This is an optimization exercise on Yosys and OpenROAD, whose aim is small area, not a production implementation.
Function was checked by simulation only, so behaviour that the tests miss may differ from the original.
No driver is modelled on the clock port, so clock power and skew are understated where the tree is cut down; a real chip needs a root buffer or a tree.
Power is estimated from default activity; no workload was simulated.

## Elevator
module Elevator(input CLK,
					input rst,
					input [1:0] mode,
					input [3:0] request,
					output reg[3:0] currentFloor1,
					output reg[3:0] currentFloor2,
					output reg doorOpen1,
					output reg doorOpen2,
					output [3:0] listingLeds,
					output reg listBusy,
					output reg state);
Size: about 430 cells after synthesis, about 55 flip-flops, ~24 I/O pins, roughly 3400 um^2 of cells after synthesis.
==> flow/config.mk <==
export PLATFORM = sky130hd
export DESIGN_NAME = Elevator
export DESIGN_NICKNAME = Elevator
export VERILOG_FILES = /design/flow/design.v
export SDC_FILE = /design/flow/constraint.sdc
export NUM_CORES = 4
export LEC_CHECK = 0
export CAP_MARGIN = 0
export CORE_MARGIN = 2
export CORE_UTILIZATION = 70
export GPL_TIMING_DRIVEN = 0
export PLACE_DENSITY = 0.85
export SLEW_MARGIN = 0
==> flow/constraint.sdc <==
create_clock -name core_clock -period 18.0 [get_ports {CLK}]
set_input_delay 3.6000 -clock core_clock [delete_from_list [all_inputs] [get_ports {CLK}]]
set_output_delay 3.6000 -clock core_clock [all_outputs]
set_load 0.01 [all_outputs]
standard.sh (not shown) runs the stock make flow with config.mk's settings and CLKGATE_MAP_FILE= SYNTH_SCRIPT=/design/flow/synth_recipe.tcl, a recipe that flattens the netlist after the stock synthesis.
==> flow/flow/run.sh <==
#!/bin/bash
# Standard ORFS flow (the standard.sh) with three changes:
#  - synthesis maps the logic with an area-oriented ABC script
#    (flow/abc_area.script) and without full-adder extraction; the synthesis
#    script itself (synth_recipe.tcl) is unchanged, so are the registers;
#  - ports are buffered with the smallest buffer (buf_1);
#  - the clock tree is built from small clock buffers, without dummy loads.
set -euo pipefail
rm -rf scripts_area
cp -r "$FLOW_HOME/scripts" scripts_area
cp flow/abc_area.script scripts_area/abc_area.script
bash standard.sh SCRIPTS_DIR="$PWD/scripts_area" ABC_AREA=1 ADDER_MAP_FILE= synth > synth.log 2>&1
bash standard.sh \
  "BUFFER_PORTS_ARGS=-buffer_cell sky130_fd_sc_hd__buf_1" \
  "CTS_ARGS=-sink_clustering_enable -repair_clock_nets -dont_use_dummy_load -root_buf sky130_fd_sc_hd__clkbuf_8 -buf_list sky130_fd_sc_hd__clkbuf_8" \
  > layout.log 2>&1
==> flow/flow/abc_area.script <==
strash
&get -n
&st
&deepsyn -T 60
&dch -f
&nf -a
&put
The baseline finished with timing, DRC and antenna clean.
Rerun with:
Settings changed: CAP_MARGIN 0 to 20, GPL_TIMING_DRIVEN 0 to not set, SLEW_MARGIN 0 to 20.
The changed run ran to the end with no violations.
Fmax rose by 1.2%.
Power came out higher by 1.4%.
Routed wire length is higher by 6.4%.
Area after synthesis stays the same.
Register-to-register slack is better by 0.16 ns.
Setup slack improves by 0.080 ns.
Sequential share of layout area drops by 0.26 points.
Via count came out higher by 2.7%.
Rerun with:
==> flow/flow/abc_area.script (replaced) <==
strash
&get -n
&st
&deepsyn -T 60
&dch -f
&nf -a -R 1000 -C 32 -F 8 -A 8
&put
Settings changed: CAP_MARGIN 20 to 0, GPL_TIMING_DRIVEN set to 0, SLEW_MARGIN 20 to 0.
Outcome:
- worst setup slack degrades by 0.90 ns
- final cell count fell by about 4.4%
- routed wire length fell by about 13%
- fmax fell by about 12%
Rerun with:
==> flow/flow/run.sh (replaced) <==
#!/bin/bash
# Standard ORFS flow, except that synthesis maps the logic with an
# area-oriented ABC script (flow/abc_area.script) and without the full-adder
# extraction; the synthesis script itself (synth_recipe.tcl) is unchanged.
set -euo pipefail
rm -rf scripts_area
cp -r "$FLOW_HOME/scripts" scripts_area
cp flow/abc_area.script scripts_area/abc_area.script
bash standard.sh SCRIPTS_DIR="$PWD/scripts_area" ABC_AREA=1 ADDER_MAP_FILE= synth > synth.log 2>&1
bash standard.sh > layout.log 2>&1
==> flow/flow/abc_area.script (replaced) <==
strash
&get -n
&st
&deepsyn -T 60
&dch -f
&nf -a
&put
Settings changed: CAP_MARGIN 0 to 20, CORE_UTILIZATION 70 to 40, GPL_TIMING_DRIVEN 0 to not set, PLACE_DENSITY 0.85 to not set, SLEW_MARGIN 0 to 20.
Effect: The changed run went through all stages and came out clean; wire length rises by 17%; total power goes up by 13%; combinational power rose by 21%; clock power went up by 15%; final area increases by 11%.

The RTL this note starts from:
==> flow/design.v <==
`timescale 1ns / 1ps
module Elevator(input CLK,
					input rst,
					input [1:0] mode,
					input [3:0] request,
					output reg[3:0] currentFloor1,
					output reg[3:0] currentFloor2,
					output doorOpen1,
					output doorOpen2,
					output [3:0] listingLeds,
					output reg listBusy,
					output reg state);
reg [3:0] t0, t1, t2, t3, t4, t5, t6, t7;
reg [2:0] cur;
reg [3:0] tgt1, tgt2;
assign doorOpen1 = currentFloor1 == tgt1;
assign doorOpen2 = currentFloor2 == tgt2;
wire [7:0] e = {t7 == 0, t6 == 0, t5 == 0, t4 == 0,
                t3 == 0, t2 == 0, t1 == 0, t0 == 0};
wire [7:0] m = {t7 == request, t6 == request, t5 == request, t4 == request,
                t3 == request, t2 == request, t1 == request, t0 == request};
reg [3:0] shown;
always @* begin
	case (cur)
	3'd0: shown = t0; 3'd1: shown = t1; 3'd2: shown = t2; 3'd3: shown = t3;
	3'd4: shown = t4; 3'd5: shown = t5; 3'd6: shown = t6; default: shown = t7;
	endcase
end
assign listingLeds = listBusy ? shown : 4'd0;
wire [8:0] ex = {1'b1, e};
wire lastShown = ex[cur + 4'd1];
wire busyN = listBusy ? !lastShown : (mode == 2'd1 && !e[0]);
wire idle = !busyN;
wire addC = mode == 2'd0 && !listBusy && m == 8'd0;
wire [7:0] fe = e & ~{e[6:0], 1'b0};
wire delC = mode == 2'd2 && idle;
wire [7:0] mp = {|m[7:0], |m[6:0], |m[5:0], |m[4:0], |m[3:0], |m[2:0], |m[1:0], m[0]};
wire [7:0] dsh = delC ? mp : 8'd0;
wire workC = mode == 2'd3 && idle;
wire stop = doorOpen1 && doorOpen2 && e[0];
wire take1 = workC && doorOpen1 && !e[0];
wire take2 = workC && doorOpen2 && (doorOpen1 ? !e[1] : !e[0]);
wire sh2 = take1 && take2;
wire sh1 = take1 ^ take2;
wire [3:0] tn1 = doorOpen1 ? t0 : tgt1;
wire [3:0] tn2 = doorOpen2 ? (doorOpen1 ? t1 : t0) : tgt2;
wire en1 = workC && !(doorOpen1 && e[0]);
wire en2 = workC && !(doorOpen2 && (doorOpen1 ? e[1] : e[0]));
wire up1 = tn1 > currentFloor1;
wire up2 = tn2 > currentFloor2;
wire [3:0] fn1 = tn1 == currentFloor1 ? currentFloor1 : up1 ? currentFloor1 + 4'd1 : currentFloor1 - 4'd1;
wire [3:0] fn2 = tn2 == currentFloor2 ? currentFloor2 : up2 ? currentFloor2 + 4'd1 : currentFloor2 - 4'd1;
function [3:0] nxt;
	input r;
	input [3:0] cur_, n1, n2;
	input s1, s2, add;
	begin
		nxt = {4{!r}} & (({4{!s1 && !s2}} & (cur_ | {4{add}} & request)) | ({4{s1}} & n1) | ({4{s2}} & n2));
	end
endfunction
always @(posedge CLK) begin
	t0 <= nxt(rst, t0, t1, t2, sh1 | dsh[0], sh2, addC & fe[0]);
	t1 <= nxt(rst, t1, t2, t3, sh1 | dsh[1], sh2, addC & fe[1]);
	t2 <= nxt(rst, t2, t3, t4, sh1 | dsh[2], sh2, addC & fe[2]);
	t3 <= nxt(rst, t3, t4, t5, sh1 | dsh[3], sh2, addC & fe[3]);
	t4 <= nxt(rst, t4, t5, t6, sh1 | dsh[4], sh2, addC & fe[4]);
	t5 <= nxt(rst, t5, t6, t7, sh1 | dsh[5], sh2, addC & fe[5]);
	t6 <= nxt(rst, t6, t7, 4'd0, sh1 | dsh[6], sh2, addC & fe[6]);
	t7 <= nxt(rst, t7, 4'd0, 4'd0, sh1 | dsh[7], sh2, addC & fe[7]);
	if (!listBusy) cur <= 3'd0;
	else cur <= cur + 3'd1;
	if (rst) begin
		listBusy <= 1'b0;
		currentFloor1 <= 4'd1;
		currentFloor2 <= 4'd1;
		tgt1 <= 4'd1;
		tgt2 <= 4'd1;
		state <= 1'b0;
	end else begin
		listBusy <= busyN;
		if (workC) state <= !stop;
		if (en1) begin
			tgt1 <= tn1;
			currentFloor1 <= fn1;
		end
		if (en2) begin
			tgt2 <= tn2;
			currentFloor2 <= fn2;
		end
	end
end
endmodule
Settings: LEC_CHECK=0, CAP_MARGIN=0, CORE_MARGIN=2, CORE_UTILIZATION=70, GPL_TIMING_DRIVEN=0, PLACE_DENSITY=0.85, SLEW_MARGIN=0; clock period 18.0 ns.
==> flow/flow/run.sh <==
#!/bin/bash
# Standard ORFS flow (the standard.sh) with these changes:
#  - synthesis maps the logic with an area-oriented ABC script (deepsyn, then
#    amap or nf) and without full-adder extraction. Several ABC random seeds
#    are tried, each in a synthesis run of its own (cand/N), and the seed with
#    the smallest cell area is used for the layout. The synthesis script
#    itself (synth_recipe.tcl) is unchanged, and so are the registers;
#  - ports are buffered with the smallest buffer (buf_1);
#  - the clock is distributed by two clkbuf_16, each fed by the clock port
#    and driving one half of the registers (flow/clock_tree.tcl, run after
#    CTS), in place of the tree that CTS builds.
set -euo pipefail

abc_script() {  # abc_script SEED MAPPER
  printf 'strash\n&get -n\n&st\n&deepsyn -T 60 -S %s\n' "$1"
  if [[ $2 == amap ]]; then
    printf '&put\namap\n'
  else
    printf '&dch -f\n&nf -a -R 1000 -C 32 -F 8 -A 8\n&put\n'
  fi
}

candidates=("1 amap" "2 amap" "3 amap" "4 amap" "5 amap" "6 amap" "7 amap" "8 amap" "1 nf" "2 nf" "3 nf" "4 nf")
rm -rf cand
mkdir -p cand
run_candidate() {
  local i=$1 d=$PWD/cand/$1
  mkdir -p "$d"
  cp -r "$FLOW_HOME/scripts" "$d/scripts"
  abc_script ${candidates[$i]} > "$d/scripts/abc_area.script"
  sed "s#WORK_HOME=[^ ]*#WORK_HOME=$d/orfs#" standard.sh > "$d/standard.sh"
  bash "$d/standard.sh" SCRIPTS_DIR="$d/scripts" ABC_AREA=1 ADDER_MAP_FILE= synth > "$d/synth.log" 2>&1 || true
}
for i in "${!candidates[@]}"; do
  run_candidate "$i" &
  if (( i % 4 == 3 )); then wait; fi
done
wait

best=""
best_area=""
for i in "${!candidates[@]}"; do
  stat=cand/$i/orfs/reports/sky130hd/Elevator/base/synth_stat.txt
  [[ -f $stat ]] || continue
  area=$(awk '/Chip area/ {print $NF}' "$stat")
  echo "candidate $i (${candidates[$i]}): $area" >> candidates.log
  if [[ -z $best ]] || awk -v a="$area" -v b="$best_area" 'BEGIN {exit !(a < b)}'; then
    best=$i
    best_area=$area
  fi
done
echo "best: candidate $best (${candidates[$best]}): $best_area" >> candidates.log

rm -rf scripts_area
cp -r "$FLOW_HOME/scripts" scripts_area
abc_script ${candidates[$best]} > scripts_area/abc_area.script
bash standard.sh SCRIPTS_DIR="$PWD/scripts_area" ABC_AREA=1 ADDER_MAP_FILE= synth > synth.log 2>&1
echo "layout synthesis: $(awk '/Chip area/ {print $NF}' orfs/reports/sky130hd/Elevator/base/synth_stat.txt)" >> candidates.log
rm -rf cand/*/scripts

CLOCK_CLUSTERS=2 CLOCK_BUFFER=sky130_fd_sc_hd__clkbuf_16 bash standard.sh \
  "BUFFER_PORTS_ARGS=-buffer_cell sky130_fd_sc_hd__buf_1" \
  "CTS_ARGS=-sink_clustering_enable -repair_clock_nets -dont_use_dummy_load -root_buf sky130_fd_sc_hd__clkbuf_8 -buf_list sky130_fd_sc_hd__clkbuf_8" \
  "POST_CTS_TCL=$PWD/flow/clock_tree.tcl" \
  > layout.log 2>&1
==> flow/flow/clock_tree.tcl <==
# Post-CTS hook: replace the clock tree that CTS built with CLOCK_CLUSTERS
# buffers of type CLOCK_BUFFER, each driven by the clock port and driving the
# clock pins of one cluster of registers.
set block [ord::get_db_block]
set db [ord::get_db]
set master [$db findMaster $::env(CLOCK_BUFFER)]
set root_net [[$block findBTerm CLK] getNet]

proc is_clock_buffer { inst } {
  return [string match "sky130_fd_sc_hd__clkbuf_*" [[$inst getMaster] getName]]
}

# Walk the clock tree from the port: collect its buffers, nets and sinks.
set nets [list $root_net]
set bufs {}
set tree_nets {}
set sinks {}
while { [llength $nets] > 0 } {
  set net [lindex $nets 0]
  set nets [lrange $nets 1 end]
  foreach it [$net getITerms] {
    if { [$it isOutputSignal] } { continue }
    set inst [$it getInst]
    if { [is_clock_buffer $inst] } {
      lappend bufs $inst
      foreach o [$inst getITerms] {
        if { [$o isOutputSignal] && [$o getNet] != "NULL" } {
          lappend nets [$o getNet]
          lappend tree_nets [$o getNet]
        }
      }
    } else {
      lappend sinks $it
    }
  }
}
puts "clock_single: [llength $bufs] clock buffers, [llength $sinks] sinks"

# Split the sinks into clusters by position (k-means on x), one buffer each.
set pts {}
foreach it $sinks {
  set box [[$it getInst] getBBox]
  lappend pts [list $it [expr { ([$box xMin] + [$box xMax]) / 2 }] [expr { ([$box yMin] + [$box yMax]) / 2 }]]
}
set K $::env(CLOCK_CLUSTERS)
set cx {}
set cy {}
set sorted [lsort -real -index 1 $pts]
for { set k 0 } { $k < $K } { incr k } {
  set p [lindex $sorted [expr { int(($k + 0.5) * [llength $sorted] / $K) }]]
  lappend cx [lindex $p 1]
  lappend cy [lindex $p 2]
}
for { set iter 0 } { $iter < 20 } { incr iter } {
  set members {}
  for { set k 0 } { $k < $K } { incr k } { lappend members {} }
  foreach p $pts {
    set best 0
    set bd 1e30
    for { set k 0 } { $k < $K } { incr k } {
      set d [expr { abs([lindex $p 1] - [lindex $cx $k]) + abs([lindex $p 2] - [lindex $cy $k]) }]
      if { $d < $bd } { set bd $d; set best $k }
    }
    lset members $best [concat [lindex $members $best] [list $p]]
  }
  for { set k 0 } { $k < $K } { incr k } {
    set m [lindex $members $k]
    if { [llength $m] == 0 } { continue }
    set sx 0
    set sy 0
    foreach p $m { set sx [expr { $sx + [lindex $p 1] }]; set sy [expr { $sy + [lindex $p 2] }] }
    lset cx $k [expr { $sx / [llength $m] }]
    lset cy $k [expr { $sy / [llength $m] }]
  }
}
foreach b $bufs {
  odb::dbInst_destroy $b
}
foreach n $tree_nets {
  if { [llength [$n getITerms]] == 0 } {
    odb::dbNet_destroy $n
  }
}
for { set k 0 } { $k < $K } { incr k } {
  set m [lindex $members $k]
  if { [llength $m] == 0 } { continue }
  set leaf [odb::dbNet_create $block clknet_leaf_$k]
  $leaf setSigType CLOCK
  foreach p $m {
    set it [lindex $p 0]
    $it disconnect
    $it connect $leaf
  }
  set nb [odb::dbInst_create $block $master clkbuf_leaf_$k]
  [$nb findITerm A] connect $root_net
  [$nb findITerm X] connect $leaf
  $nb setLocation [expr { int([lindex $cx $k]) }] [expr { int([lindex $cy $k]) }]
  $nb setPlacementStatus PLACED
  puts "clock_single: buffer $k drives [llength $m] sinks"
}
global_connect
detailed_placement
check_placement -verbose
estimate_parasitics -placement
Rerun with:
--- a/flow/flow/run.sh
+++ b/flow/flow/run.sh
@@ -9,2 +9,2 @@
-#  - the clock is distributed by two clkbuf_16, each fed by the clock port
-#    and driving one half of the registers (flow/clock_tree.tcl, run after
+#  - the clock is distributed by four clkbuf_8, each fed by the clock port
+#    and driving a quarter of the registers (flow/clock_tree.tcl, run after
@@ -61 +61 @@
-CLOCK_CLUSTERS=2 CLOCK_BUFFER=sky130_fd_sc_hd__clkbuf_16 bash standard.sh \
+CLOCK_CLUSTERS=4 CLOCK_BUFFER=sky130_fd_sc_hd__clkbuf_8 bash standard.sh \
- The changed run produced a clean layout
- final area barely changes
- power barely changes
- final cell count increases by 0.41%
- via count went down by 0.79%
- setup slack improves by 0.061 ns
- die area stays the same
- synthesized area is unchanged
- global-route usage goes up by 0.26 points
- maximum frequency went up by 0.76%
- wire length barely changes
No run of this note takes its clock network from TritonCTS; it comes from the design's own scripts or RTL.

run 1:
Another version of the RTL of Elevator (not shown whole).
Size in the first run: roughly 24 I/O pins, about 3000 µm² of cells after synthesis.
==> flow/config.mk <==
export PLATFORM = sky130hd
export DESIGN_NAME = Elevator
export DESIGN_NICKNAME = Elevator
export VERILOG_FILES = /design/flow/design.v
export SDC_FILE = /design/flow/constraint.sdc
export NUM_CORES = 4
export LEC_CHECK = 0
export CAP_MARGIN = 0
export CORE_MARGIN = 2
export CORE_UTILIZATION = 70
export GPL_TIMING_DRIVEN = 0
export PLACE_DENSITY = 0.85
export SLEW_MARGIN = 0
==> flow/constraint.sdc <==
create_clock -name core_clock -period 18.0 [get_ports {CLK}]
set_input_delay 3.6000 -clock core_clock [delete_from_list [all_inputs] [get_ports {CLK}]]
set_output_delay 3.6000 -clock core_clock [all_outputs]
set_load 0.01 [all_outputs]
==> flow/flow/run.sh <==
#!/bin/bash
# Standard ORFS flow (the standard.sh) with these changes:
#  - synthesis maps the logic with an area-oriented ABC script (deepsyn, then
#    amap) and without full-adder extraction. Several ABC random seeds
#    are tried, each in a synthesis run of its own (cand/N, all with the standard flow's
#    synthesis script synth_recipe.tcl, so with the same registers), and the
#    results of the run with the smallest cell area are used for the layout;
#  - ports are buffered with the smallest buffer (buf_1);
#  - the clock is distributed by four clkbuf_8, each fed by the clock port
#    and driving a quarter of the registers (flow/clock_tree.tcl, run after
#    CTS), in place of the tree that CTS builds.
set -euo pipefail

abc_script() {  # abc_script SEED MAPPER
  printf 'strash\n&get -n\n&st\n&deepsyn -T 60 -S %s\n' "$1"
  if [[ $2 == amap ]]; then
    printf '&put\namap\n'
  else
    printf '&dch -f\n&nf -a -R 1000 -C 32 -F 8 -A 8\n&put\n'
  fi
}

candidates=()
for s in $(seq 1 48); do candidates+=("$s amap"); done
rm -rf cand
mkdir -p cand
run_candidate() {
  local i=$1 d=$PWD/cand/$1
  mkdir -p "$d"
  cp -r "$FLOW_HOME/scripts" "$d/scripts"
  abc_script ${candidates[$i]} > "$d/scripts/abc_area.script"
  sed "s#WORK_HOME=[^ ]*#WORK_HOME=$d/orfs#" standard.sh > "$d/standard.sh"
  bash "$d/standard.sh" SCRIPTS_DIR="$d/scripts" ABC_AREA=1 ADDER_MAP_FILE= synth > "$d/synth.log" 2>&1 || true
}
for i in "${!candidates[@]}"; do
  run_candidate "$i" &
  if (( i % 4 == 3 )); then wait; fi
done
wait

best=""
best_area=""
for i in "${!candidates[@]}"; do
  stat=cand/$i/orfs/reports/sky130hd/Elevator/base/synth_stat.txt
  [[ -f $stat && -f cand/$i/orfs/results/sky130hd/Elevator/base/1_synth.odb ]] || continue
  area=$(awk '/Chip area/ {print $NF}' "$stat")
  echo "candidate $i (${candidates[$i]}): $area" >> candidates.log
  if [[ -z $best ]] || awk -v a="$area" -v b="$best_area" 'BEGIN {exit !(a < b)}'; then
    best=$i
    best_area=$area
  fi
done
echo "best: candidate $best (${candidates[$best]}): $best_area" >> candidates.log

# Use the best run's synthesis as the layout's, timestamps kept so that make
# treats it as up to date.
mkdir -p orfs
for sub in results logs reports objects; do
  rm -rf "orfs/$sub"
  cp -a "cand/$best/orfs/$sub" "orfs/$sub"
done
cp "cand/$best/scripts/abc_area.script" abc_area_used.script
rm -rf cand/*/scripts

CLOCK_CLUSTERS=4 CLOCK_BUFFER=sky130_fd_sc_hd__clkbuf_8 bash standard.sh \
  "BUFFER_PORTS_ARGS=-buffer_cell sky130_fd_sc_hd__buf_1" \
  "CTS_ARGS=-sink_clustering_enable -repair_clock_nets -dont_use_dummy_load -root_buf sky130_fd_sc_hd__clkbuf_8 -buf_list sky130_fd_sc_hd__clkbuf_8" \
  "POST_CTS_TCL=$PWD/flow/clock_tree.tcl" \
  > layout.log 2>&1
echo "layout synthesis: $(awk '/Chip area/ {print $NF}' orfs/reports/sky130hd/Elevator/base/synth_stat.txt)" >> candidates.log
Scripts as last shown in full above: flow/flow/clock_tree.tcl
Both conditions hold for run 1: the flow ran to the end and the final layout passed the timing, DRC and antenna checks.
The inputs of run 2 differ from those of run 1 as listed below.
diff --git a/flow/flow/run.sh b/flow/flow/run.sh
--- a/flow/flow/run.sh
+++ b/flow/flow/run.sh
@@ -35,5 +35,5 @@
 for i in "${!candidates[@]}"; do
   run_candidate "$i" &
-  if (( i % 4 == 3 )); then wait; fi
+  if (( i % 6 == 5 )); then wait; fi
 done
 wait
Notes after the runs:
- Re leakage dissipation: run 2 and run 1 aren't equal, and the lower value belongs to run 1.
- Comparing run 2 against run 1, there is no change at all in async set-reset flop share out of synthesis.
- Diff run 1 -> run 2 | via count | increase of about 0.8%
- Run 1 was smaller in final cell area than run 2.
- Compared with run 1, total detailed-routing wirelength in run 2 increased slightly.
- According to the power report, total power for run 2 is higher than for run 1.
- The sequential share of layout area on run 2 is in line with that on run 1.
- Delta (run 2 minus run 1): post-layout utilization of the core higher; distinct cell type count of the synthesized netlist went down by about 3.6%; register area share after synthesis barely changed; area after synthesis ~0 delta.
Relative to run 2, the following input files were edited for run 3:
diff --git a/flow/flow/run.sh b/flow/flow/run.sh
--- a/flow/flow/run.sh
+++ b/flow/flow/run.sh
@@ -22,5 +22,5 @@
 
 candidates=()
-for s in $(seq 1 48); do candidates+=("$s amap"); done
+for s in $(seq 1 32); do candidates+=("$s amap"); done
 rm -rf cand
 mkdir -p cand
@@ -35,5 +35,5 @@
 for i in "${!candidates[@]}"; do
   run_candidate "$i" &
-  if (( i % 6 == 5 )); then wait; fi
+  if (( i % 4 == 3 )); then wait; fi
 done
 wait
Results
| cell area after technology mapping | run 2 vs run 3 | ≈ equal |. For area taken by multi-input logic gates, run 3 and run 2 come out practically identical. Global-route wire length before repair on run 3 is ahead of run 2.
No run of this note takes its clock network from TritonCTS; it comes from the design's own scripts or RTL.

afterwards: timing with drivers on the ports:
The results above use ideal ports. As a check the final layouts listed here were re-extracted and re-timed, cells and wires unchanged.
Step 1 assumes that a clkbuf_16 drives the clock port and a buf_2 every other input.
Step 2 moves the port delays by t, midway between the first and last clock arrival at a register: inputs arrive t later, outputs are due t later. That takes back most of the time a late clock gives input paths.
Three values: ideal, step 1, step 2; two values: the first two.
run | shift t [ns] | slack for setup (ns) | slew at the worst register clock pin (ns)
the first run of note 1 | 0.338 | 11.185 / 11.181 / 10.844 | 0.10 / 0.10
the second run of note 1 | 0.340 | 11.265 / 11.267 / 10.927 | 0.10 / 0.10
the third run of note 1 | 0.336 | 10.366 / 10.365 / 10.029 | 0.11 / 0.11
the fourth run of note 1 | 0.348 | 10.892 / 10.897 / 10.550 | 0.10 / 0.10
the first run of note 2 | 0.211 | 9.881 / 9.904 / 9.693 | 0.11 / 0.11
the second run of note 2 | 0.210 | 9.942 / 9.977 / 9.767 | 0.10 / 0.10
run 1 | 0.202 | 10.297 / 10.324 / 10.122 | 0.10 / 0.10
run 2 | 0.206 | 10.367 / 10.402 / 10.196 | 0.11 / 0.11
run 3 | 0.202 | 10.297 / 10.324 / 10.122 | 0.10 / 0.10
After both steps setup and hold are still met in every run listed. For the fourth run of note 1, which loses most, drivers alone change the setup slack by +0.005 ns; drivers and shift together by -0.342 ns.
